What follows belongs to an exercise in optimizing a design on an open flow for small area; a production flow would make more cautious choices. Function was checked by simulation only, so behaviour that the tests miss may differ from the original. Power figures rest on the tool's default switching activity, not on a simulated workload.

// countertest
module countertest(input clk, original, input [3:0] in, input rstn,
                   input [3:0] operations, output [7:0] y,
                   output [3:0] Anode_Activate);
==> flow/config.mk <==
export PLATFORM = sky130hd
export DESIGN_NAME = countertest
export DESIGN_NICKNAME = countertest
export VERILOG_FILES = /design/flow/design.v
export SDC_FILE = /design/flow/constraint.sdc
export NUM_CORES = 4
export LEC_CHECK = 0
export CAP_MARGIN = 20
export CORE_MARGIN = 2
export CORE_UTILIZATION = 70
export GPL_TIMING_DRIVEN = 0
export SLEW_MARGIN = 20
==> flow/constraint.sdc <==
create_clock -name core_clock -period 250.0 [get_ports {clk}]
set_input_delay 50.0000 -clock core_clock [delete_from_list [all_inputs] [get_ports {clk}]]
set_output_delay 50.0000 -clock core_clock [all_outputs]
set_load 0.01 [all_outputs]
standard.sh (not shown) runs the stock make flow with config.mk's settings and CLKGATE_MAP_FILE= SYNTH_SCRIPT=/design/flow/synth_recipe.tcl, a recipe that flattens the netlist after the stock synthesis.
==> flow/flow/run.sh <==
#!/bin/bash
# Layout flow: the standard ORFS flow (standard.sh) with these changes,
# all made through ORFS variables and a copy of ORFS's synth.tcl:
#  - synthesis maps the combinational logic with flow/area.abc instead of the
#    ORFS ABC script, and leaves adders to ABC (no extract_fa adder cells, no
#    Kogge-Stone carry lookahead); flip-flops are mapped by the same
#    dfflibmap step, so the registers are those of the standard synthesis;
#  - every port still gets a buffer, a buf_1 cell;
#  - CTS builds the clock tree from small clock buffers, without dummy loads.
# Each tool's output goes to a log file in this folder (flow_*.log) and to
# ORFS's own logs under orfs/logs.
set -uo pipefail
W=$(pwd)
F=$W/flow
sed -e "s|^\(\s*\)log_cmd abc {\*}\$abc_args|\1set abc_args [lreplace \$abc_args 1 1 $F/area.abc]; log_cmd abc {*}\$abc_args|" \
    -e 's|"-extra-map $::env(FLOW_HOME)/platforms/common/lcu_kogge_stone.v"|""|' \
    "$FLOW_HOME/scripts/synth.tcl" > "$W/own_orfs_synth.tcl"
grep -q "area.abc" "$W/own_orfs_synth.tcl" || { echo "synth.tcl patch failed"; exit 1; }
sed -e "s|source \$::env(SCRIPTS_DIR)/synth.tcl|source $W/own_orfs_synth.tcl|" \
    "$W/synth_recipe.tcl" > "$W/own_synth.tcl"
grep -q "own_orfs_synth" "$W/own_synth.tcl" || { echo "synth_recipe.tcl patch failed"; exit 1; }
CTS="-sink_clustering_enable -repair_clock_nets -dont_use_dummy_load -root_buf sky130_fd_sc_hd__clkbuf_4 -buf_list sky130_fd_sc_hd__clkbuf_4"
sed -e "s|SYNTH_SCRIPT=[^ ]*|SYNTH_SCRIPT=$W/own_synth.tcl ADDER_MAP_FILE= 'BUFFER_PORTS_ARGS=-buffer_cell sky130_fd_sc_hd__buf_1' 'CTS_ARGS=$CTS'|" \
    "$W/standard.sh" > "$W/own_standard.sh"
grep -q "own_synth.tcl" "$W/own_standard.sh" || { echo "standard.sh patch failed"; exit 1; }
bash "$W/own_standard.sh" finish > "$W/flow_make.log" 2>&1
rc=$?
tail -n 30 "$W/flow_make.log"
exit $rc
==> flow/flow/area.abc <==
strash
&get -n
&deepsyn -T 20
&dch -f
&nf -a
&put
topo
Next try:
--- a/flow/flow/run.sh
+++ b/flow/flow/run.sh
@@ -22 +22 @@
-CTS="-sink_clustering_enable -repair_clock_nets -dont_use_dummy_load -root_buf sky130_fd_sc_hd__clkbuf_4 -buf_list sky130_fd_sc_hd__clkbuf_4"
+CTS="-repair_clock_nets -dont_use_dummy_load -root_buf sky130_fd_sc_hd__clkbuf_16 -buf_list sky130_fd_sc_hd__clkbuf_16"
CORE_UTILIZATION = 40   (was 70)
GPL_TIMING_DRIVEN = not set   (was 0)
Design area goes up by 5.5%.
Global-route usage falls by 11 points.
Fmax barely changes.
Clock power came out higher by 100%.
Next try:
--- a/flow/flow/run.sh
+++ b/flow/flow/run.sh
@@ -22 +22 @@
-CTS="-repair_clock_nets -dont_use_dummy_load -root_buf sky130_fd_sc_hd__clkbuf_16 -buf_list sky130_fd_sc_hd__clkbuf_16"
+CTS="-sink_clustering_enable -repair_clock_nets -dont_use_dummy_load -root_buf sky130_fd_sc_hd__clkbuf_4 -buf_list sky130_fd_sc_hd__clkbuf_4"
The changed run completed with no timing, DRC or antenna violations.
Hold slack stays flat.
Global-route usage went down by 0.15 points.
Via count shrinks by 0.42%.
Area after synthesis stays the same.
Power goes down by 14%.
Wire length is about the same.
Cell count does not change.
Die area does not change.
Count of clock-buffer cells in the layout stays the same.
Clock skew goes up by 16 ps.
First-iteration DRC count went up by 0.73%.


countertest, a different RTL version from the one above (not shown whole).
Size in the first run: about 460 cells after synthesis, roughly 23 I/O pins, ~0.0039 sq mm of cells after synthesis.
==> flow/config.mk <==
export PLATFORM = sky130hd
export DESIGN_NAME = countertest
export DESIGN_NICKNAME = countertest
export VERILOG_FILES = /design/flow/design.v
export SDC_FILE = /design/flow/constraint.sdc
export NUM_CORES = 4
export LEC_CHECK = 0
export CAP_MARGIN = 20
export CORE_MARGIN = 2
export CORE_UTILIZATION = 70
export GPL_TIMING_DRIVEN = 0
export SLEW_MARGIN = 20
==> flow/constraint.sdc <==
create_clock -name core_clock -period 250.0 [get_ports {clk}]
set_input_delay 50.0000 -clock core_clock [delete_from_list [all_inputs] [get_ports {clk}]]
set_output_delay 50.0000 -clock core_clock [all_outputs]
set_load 0.01 [all_outputs]
==> flow/flow/run.sh <==
#!/bin/bash
# Layout flow: the standard ORFS flow (standard.sh) with these changes,
# all made through ORFS variables and a copy of ORFS's synth.tcl:
#  - synthesis maps the combinational logic with flow/area.abc instead of the
#    ORFS ABC script, run with six &deepsyn seeds, keeping the smallest
#    result (flow/abc_multi.tcl); Yosys's extract_fa maps only full adders
#    to adder cells (half adders are left to ABC), and there is no
#    Kogge-Stone carry lookahead; flip-flops are mapped by the same
#    dfflibmap step, so the registers are those of the standard synthesis;
#  - every port still gets a buffer, a buf_1 cell;
#  - CTS builds the clock tree from buf_6 cells without dummy loads; if a
#    flip-flop clock pin of the finished layout then has a slew above
#    118 ps, CTS and the later steps are run again with clkbuf_8 cells.
# Each tool's output goes to a log file in this folder (flow_*.log) and to
# ORFS's own logs under orfs/logs.
set -uo pipefail
W=$(pwd)
F=$W/flow
# one ABC script per &deepsyn seed; abc_multi.tcl keeps the smallest result
scripts=""
for sd in 0 1 2 3 4 5; do
  sed "s/&deepsyn -T 20/\&deepsyn -T 20 -S $sd/" "$F/area.abc" > "$W/own_area_$sd.abc"
  scripts="$scripts $W/own_area_$sd.abc"
done
{ echo "set own_abc_scripts {$scripts}"; cat "$F/abc_multi.tcl"; } > "$W/own_abc_multi.tcl"
sed -e "s|^\(\s*\)log_cmd abc {\*}\$abc_args|\1source $W/own_abc_multi.tcl|" \
    -e 's|"-extra-map $::env(FLOW_HOME)/platforms/common/lcu_kogge_stone.v"|""|' \
    -e 's|extract_fa {\*}\[dont_use_extract_fa_args\]|extract_fa -fa|' \
    "$FLOW_HOME/scripts/synth.tcl" > "$W/own_orfs_synth.tcl"
grep -q "own_abc_multi.tcl" "$W/own_orfs_synth.tcl" || { echo "synth.tcl patch failed"; exit 1; }
grep -q "extract_fa -fa" "$W/own_orfs_synth.tcl" || { echo "synth.tcl patch failed"; exit 1; }
sed -e "s|source \$::env(SCRIPTS_DIR)/synth.tcl|source $W/own_orfs_synth.tcl|" \
    "$W/synth_recipe.tcl" > "$W/own_synth.tcl"
grep -q "own_orfs_synth" "$W/own_synth.tcl" || { echo "synth_recipe.tcl patch failed"; exit 1; }

mkscript () {   # $1: clock buffer cell, $2: script name
  local cts="-sink_clustering_enable -repair_clock_nets -dont_use_dummy_load -root_buf $1 -buf_list $1"
  sed -e "s|SYNTH_SCRIPT=[^ ]*|SYNTH_SCRIPT=$W/own_synth.tcl 'BUFFER_PORTS_ARGS=-buffer_cell sky130_fd_sc_hd__buf_1' 'CTS_ARGS=$cts'|" \
      "$W/standard.sh" > "$W/$2"
  grep -q "own_synth.tcl" "$W/$2" || { echo "standard.sh patch failed"; exit 1; }
}

# clock buffer cells to try, smallest first; the last one is kept regardless
cells="buf_6 clkbuf_8"
last=clkbuf_8
first=1
for cell in $cells; do
  mkscript sky130_fd_sc_hd__$cell own_standard_$cell.sh
  if [ $first -eq 1 ]; then
    bash "$W/own_standard_$cell.sh" finish > "$W/flow_make_$cell.log" 2>&1
  else
    rm -f "$W/out/final.def"
    bash "$W/own_standard_$cell.sh" clean_cts clean_route clean_finish > "$W/flow_clean_$cell.log" 2>&1
    bash "$W/own_standard_$cell.sh" finish > "$W/flow_make_$cell.log" 2>&1
  fi
  rc=$?
  first=0
  tail -n 20 "$W/flow_make_$cell.log"
  [ $rc -eq 0 ] || exit $rc
  [ "$cell" = "$last" ] && exit 0
  RES=$(ls -d "$W"/orfs/results/*/countertest/base)
  LIB_FILE=$(ls "$FLOW_HOME"/platforms/sky130hd/lib/sky130_fd_sc_hd__tt_025C_1v80.lib) RES=$RES \
    openroad -no_init -exit "$F/clkslew.tcl" > "$W/flow_slew_$cell.log" 2>&1
  slew=$(sed -n 's/^MAXCLKSLEW //p' "$W/flow_slew_$cell.log")
  echo "clock pin slew with $cell: ${slew:-unknown} ns"
  if [ -n "$slew" ] && python3 -c "import sys; sys.exit(0 if float('$slew') <= 0.118 else 1)"; then
    exit 0
  fi
  echo "rebuilding the clock tree with larger buffers"
done
exit 0
Scripts as last shown in full above: flow/flow/area.abc
Other scripts of this flow, unchanged in this note and not shown: flow/flow/abc_multi.tcl, flow/flow/clkslew.tcl
The first run produced a clean layout.
Then changed:
--- a/flow/flow/run.sh
+++ b/flow/flow/run.sh
@@ -4,12 +4,13 @@
 #  - synthesis maps the combinational logic with flow/area.abc instead of the
 #    ORFS ABC script, run with six &deepsyn seeds, keeping the smallest
-#    result (flow/abc_multi.tcl); Yosys's extract_fa maps only full adders
-#    to adder cells (half adders are left to ABC), and there is no
-#    Kogge-Stone carry lookahead; flip-flops are mapped by the same
-#    dfflibmap step, so the registers are those of the standard synthesis;
+#    result (flow/abc_multi.tcl), and leaves adders to ABC (no extract_fa
+#    adder cells, no Kogge-Stone carry lookahead); flip-flops are mapped by
+#    the same dfflibmap step, so the registers are those of the standard
+#    synthesis;
 #  - every port still gets a buffer, a buf_1 cell;
-#  - CTS builds the clock tree from buf_6 cells without dummy loads; if a
+#  - CTS builds the clock tree from clkbuf_4 cells without dummy loads; if a
 #    flip-flop clock pin of the finished layout then has a slew above
-#    118 ps, CTS and the later steps are run again with clkbuf_8 cells.
+#    118 ps, CTS and the later steps are run again with buf_6 cells, and
+#    then with clkbuf_8 cells.
 # Each tool's output goes to a log file in this folder (flow_*.log) and to
 # ORFS's own logs under orfs/logs.
@@ -26,8 +27,6 @@
 sed -e "s|^\(\s*\)log_cmd abc {\*}\$abc_args|\1source $W/own_abc_multi.tcl|" \
     -e 's|"-extra-map $::env(FLOW_HOME)/platforms/common/lcu_kogge_stone.v"|""|' \
-    -e 's|extract_fa {\*}\[dont_use_extract_fa_args\]|extract_fa -fa|' \
     "$FLOW_HOME/scripts/synth.tcl" > "$W/own_orfs_synth.tcl"
 grep -q "own_abc_multi.tcl" "$W/own_orfs_synth.tcl" || { echo "synth.tcl patch failed"; exit 1; }
-grep -q "extract_fa -fa" "$W/own_orfs_synth.tcl" || { echo "synth.tcl patch failed"; exit 1; }
 sed -e "s|source \$::env(SCRIPTS_DIR)/synth.tcl|source $W/own_orfs_synth.tcl|" \
     "$W/synth_recipe.tcl" > "$W/own_synth.tcl"
@@ -36,5 +35,5 @@
 mkscript () {   # $1: clock buffer cell, $2: script name
   local cts="-sink_clustering_enable -repair_clock_nets -dont_use_dummy_load -root_buf $1 -buf_list $1"
-  sed -e "s|SYNTH_SCRIPT=[^ ]*|SYNTH_SCRIPT=$W/own_synth.tcl 'BUFFER_PORTS_ARGS=-buffer_cell sky130_fd_sc_hd__buf_1' 'CTS_ARGS=$cts'|" \
+  sed -e "s|SYNTH_SCRIPT=[^ ]*|SYNTH_SCRIPT=$W/own_synth.tcl ADDER_MAP_FILE= 'BUFFER_PORTS_ARGS=-buffer_cell sky130_fd_sc_hd__buf_1' 'CTS_ARGS=$cts'|" \
       "$W/standard.sh" > "$W/$2"
   grep -q "own_synth.tcl" "$W/$2" || { echo "standard.sh patch failed"; exit 1; }
@@ -42,5 +41,5 @@
 
 # clock buffer cells to try, smallest first; the last one is kept regardless
-cells="buf_6 clkbuf_8"
+cells="clkbuf_4 buf_6 clkbuf_8"
 last=clkbuf_8
 first=1
- synthesized area came out higher by a few percent
- power came out higher by a few percent
- first-iteration DRC count came out higher by about a fifth
- sequential share of layout area came out lower by 1.6 points
- die area came out higher by a few percent
- global-route usage came out higher by 2.6 points
- setup slack improved by 0.24 ns
- critical path depth came out lower by 1
- design area came out higher by a few percent
Then changed:
--- a/flow/flow/run.sh
+++ b/flow/flow/run.sh
@@ -9,8 +9,5 @@
 #    synthesis;
 #  - every port still gets a buffer, a buf_1 cell;
-#  - CTS builds the clock tree from clkbuf_4 cells without dummy loads; if a
-#    flip-flop clock pin of the finished layout then has a slew above
-#    118 ps, CTS and the later steps are run again with buf_6 cells, and
-#    then with clkbuf_8 cells.
+#  - CTS builds the clock tree from clkbuf_8 cells without dummy loads.
 # Each tool's output goes to a log file in this folder (flow_*.log) and to
 # ORFS's own logs under orfs/logs.
@@ -41,5 +38,5 @@
 
 # clock buffer cells to try, smallest first; the last one is kept regardless
-cells="clkbuf_4 buf_6 clkbuf_8"
+cells="clkbuf_8"
 last=clkbuf_8
 first=1
Effect:
- design area stays flat
- core utilization rises by 0.22 points
- routed wire length goes down slightly
- combinational power climbs slightly
- via count went down slightly
- total power came out higher slightly


Setup of yarrow:
countertest, a different RTL version from the one above (not shown whole).
For scale: about 700 cells after synthesis, ~5500 um^2 of cells after synthesis.
==> flow/design.v (excerpt) <==
module countertest(input clk, original, input [3:0] in, input rstn,
                   input [3:0] operations, output [7:0] y,
                   output [3:0] Anode_Activate);
export LEC_CHECK = 0
export ABC_AREA = 1
export CAP_MARGIN = 20
export CORE_MARGIN = 2
export CORE_UTILIZATION = 40
export SLEW_MARGIN = 20
create_clock -name core_clock -period 250.0 [get_ports {clk}]
run.sh (not shown) runs the stock make flow with config.mk's settings and CLKGATE_MAP_FILE= SYNTH_SCRIPT=/design/flow/synth_recipe.tcl, a recipe that flattens the netlist after the stock synthesis.
Stock flow here: none of the scripts above is used.
yarrow | stages: all done | timing, DRC, antenna: all pass
Here is what was changed in the inputs of onyx compared with yarrow.
Settings: an added CTS_CLUSTER_DIAMETER of 100; an added CTS_BUF_LIST of sky130_fd_sc_hd__clkbuf_4; an added CTS_CLUSTER_SIZE of 30.
- onyx completed; timing, DRC and antenna clean
- Between onyx and yarrow, the difference in final critical-path share of the clock period is negligible.
- Max met3 routed wirelength across onyx and yarrow: onyx
- In terms of least setup slack across all paths after layout, yarrow and onyx differ only marginally.
- Proportion of power drawn by the clock network (lower): onyx
Modified inputs, harbor compared to onyx
Settings: removing CTS_CLUSTER_DIAMETER (formerly 100); removing ABC_AREA (formerly 1); removing CTS_CLUSTER_SIZE (formerly 30); removing CTS_BUF_LIST (formerly sky130_fd_sc_hd__clkbuf_4).
==> flow/flow/run.sh (new file) <==
#!/bin/bash
# Layout flow: the standard ORFS flow (standard.sh) with these changes,
# all made through ORFS variables and a copy of ORFS's synth.tcl:
#  - synthesis maps the combinational logic with flow/area.abc instead of the
#    ORFS ABC script, and leaves adders to ABC (no extract_fa adder cells, no
#    Kogge-Stone carry lookahead); flip-flops are mapped by the same
#    dfflibmap step, so the registers are those of the standard synthesis;
#  - every port still gets a buffer, a buf_1 cell;
#  - CTS builds the clock tree from small clock buffers, without dummy loads.
# Each tool's output goes to a log file in this folder (flow_*.log) and to
# ORFS's own logs under orfs/logs.
set -uo pipefail
W=$(pwd)
F=$W/flow
sed -e "s|^\(\s*\)log_cmd abc {\*}\$abc_args|\1set abc_args [lreplace \$abc_args 1 1 $F/area.abc]; log_cmd abc {*}\$abc_args|" \
    -e 's|"-extra-map $::env(FLOW_HOME)/platforms/common/lcu_kogge_stone.v"|""|' \
    "$FLOW_HOME/scripts/synth.tcl" > "$W/own_orfs_synth.tcl"
grep -q "area.abc" "$W/own_orfs_synth.tcl" || { echo "synth.tcl patch failed"; exit 1; }
sed -e "s|source \$::env(SCRIPTS_DIR)/synth.tcl|source $W/own_orfs_synth.tcl|" \
    "$W/synth_recipe.tcl" > "$W/own_synth.tcl"
grep -q "own_orfs_synth" "$W/own_synth.tcl" || { echo "synth_recipe.tcl patch failed"; exit 1; }
CTS="-sink_clustering_enable -repair_clock_nets -dont_use_dummy_load -root_buf sky130_fd_sc_hd__clkbuf_8 -buf_list sky130_fd_sc_hd__clkbuf_4"
sed -e "s|SYNTH_SCRIPT=[^ ]*|SYNTH_SCRIPT=$W/own_synth.tcl ADDER_MAP_FILE= 'BUFFER_PORTS_ARGS=-buffer_cell sky130_fd_sc_hd__buf_1' 'CTS_ARGS=$CTS'|" \
    "$W/standard.sh" > "$W/own_standard.sh"
grep -q "own_synth.tcl" "$W/own_standard.sh" || { echo "standard.sh patch failed"; exit 1; }
bash "$W/own_standard.sh" finish > "$W/flow_make.log" 2>&1
rc=$?
tail -n 30 "$W/flow_make.log"
exit $rc
==> flow/flow/area.abc (new file) <==
strash
&get -n
&deepsyn -T 20
&dch -f
&nf -a
&put
topo
==> flow/standard.sh (new file) <==
#!/bin/bash
# synth_recipe.tcl (not shown) runs the flow's synth.tcl, then flattens the netlist and writes it again
# the make line also repeats each setting of config.mk as NAME=value (left out here)
make -C /OpenROAD-flow-scripts/flow DESIGN_CONFIG=/design/flow/config.mk WORK_HOME=/design/flow/orfs CLKGATE_MAP_FILE= SYNTH_SCRIPT=/design/flow/synth_recipe.tcl "${@:-finish}"
removed: flow/run.sh
--- outcome ---
- Sort harbor and onyx by global-route usage desc -> top: harbor
- Against onyx, harbor reports a global routing usage on met3 that is lower.
- | post-layout total power | harbor vs onyx | better |

afterwards: timing with drivers on the ports:
No port has a modelled driver above. Below, the same layouts with a new extraction and two added sets of constraints. Step 1: set_driving_cell puts a clkbuf_16 on clk and a buf_2 on each other input, an assumption about the parent block. Step 2 times the ports against the registers' clock, not the clock port: input delays grow and output delays shrink by t, the midpoint of the rising clock arrivals with the driver on. Slacks: ideal / step 1 / step 2; pairs: ideal / step 1.
run | t (ns) | slack for setup (ns) | clock arrival spread, ns | worst register clock-pin slew, ns
the first run of note 1 | 0.448 | 148.884 / 148.863 / 148.863 | 0.025 / 0.025 | 0.11 / 0.11
the second run of note 1 | 0.373 | 148.896 / 148.872 / 148.872 | 0.012 / 0.012 | 0.06 / 0.06
the third run of note 1 | 0.449 | 148.900 / 148.876 / 148.876 | 0.027 / 0.028 | 0.11 / 0.11
the first run of note 2 | 0.293 | 148.870 / 148.844 / 148.844 | 0.014 / 0.014 | 0.10 / 0.10
the second run of note 2 | 0.299 | 149.106 / 149.084 / 149.084 | 0.030 / 0.031 | 0.12 / 0.12
the third run of note 2 | 0.340 | 149.069 / 149.043 / 149.043 | 0.015 / 0.016 | 0.10 / 0.10
yarrow | 0.379 | 147.835 / 147.805 / 147.805 | 0.006 / 0.007 | 0.06 / 0.06
onyx | 0.485 | 147.833 / 147.804 / 147.804 | 0.019 / 0.019 | 0.13 / 0.13
harbor | 0.380 | 148.634 / 148.607 / 148.607 | 0.016 / 0.016 | 0.08 / 0.08
After both steps setup and hold are still met in every run listed. The setup slack of yarrow, which loses most, moves by -0.030 ns with the drivers and by -0.030 ns with both steps.
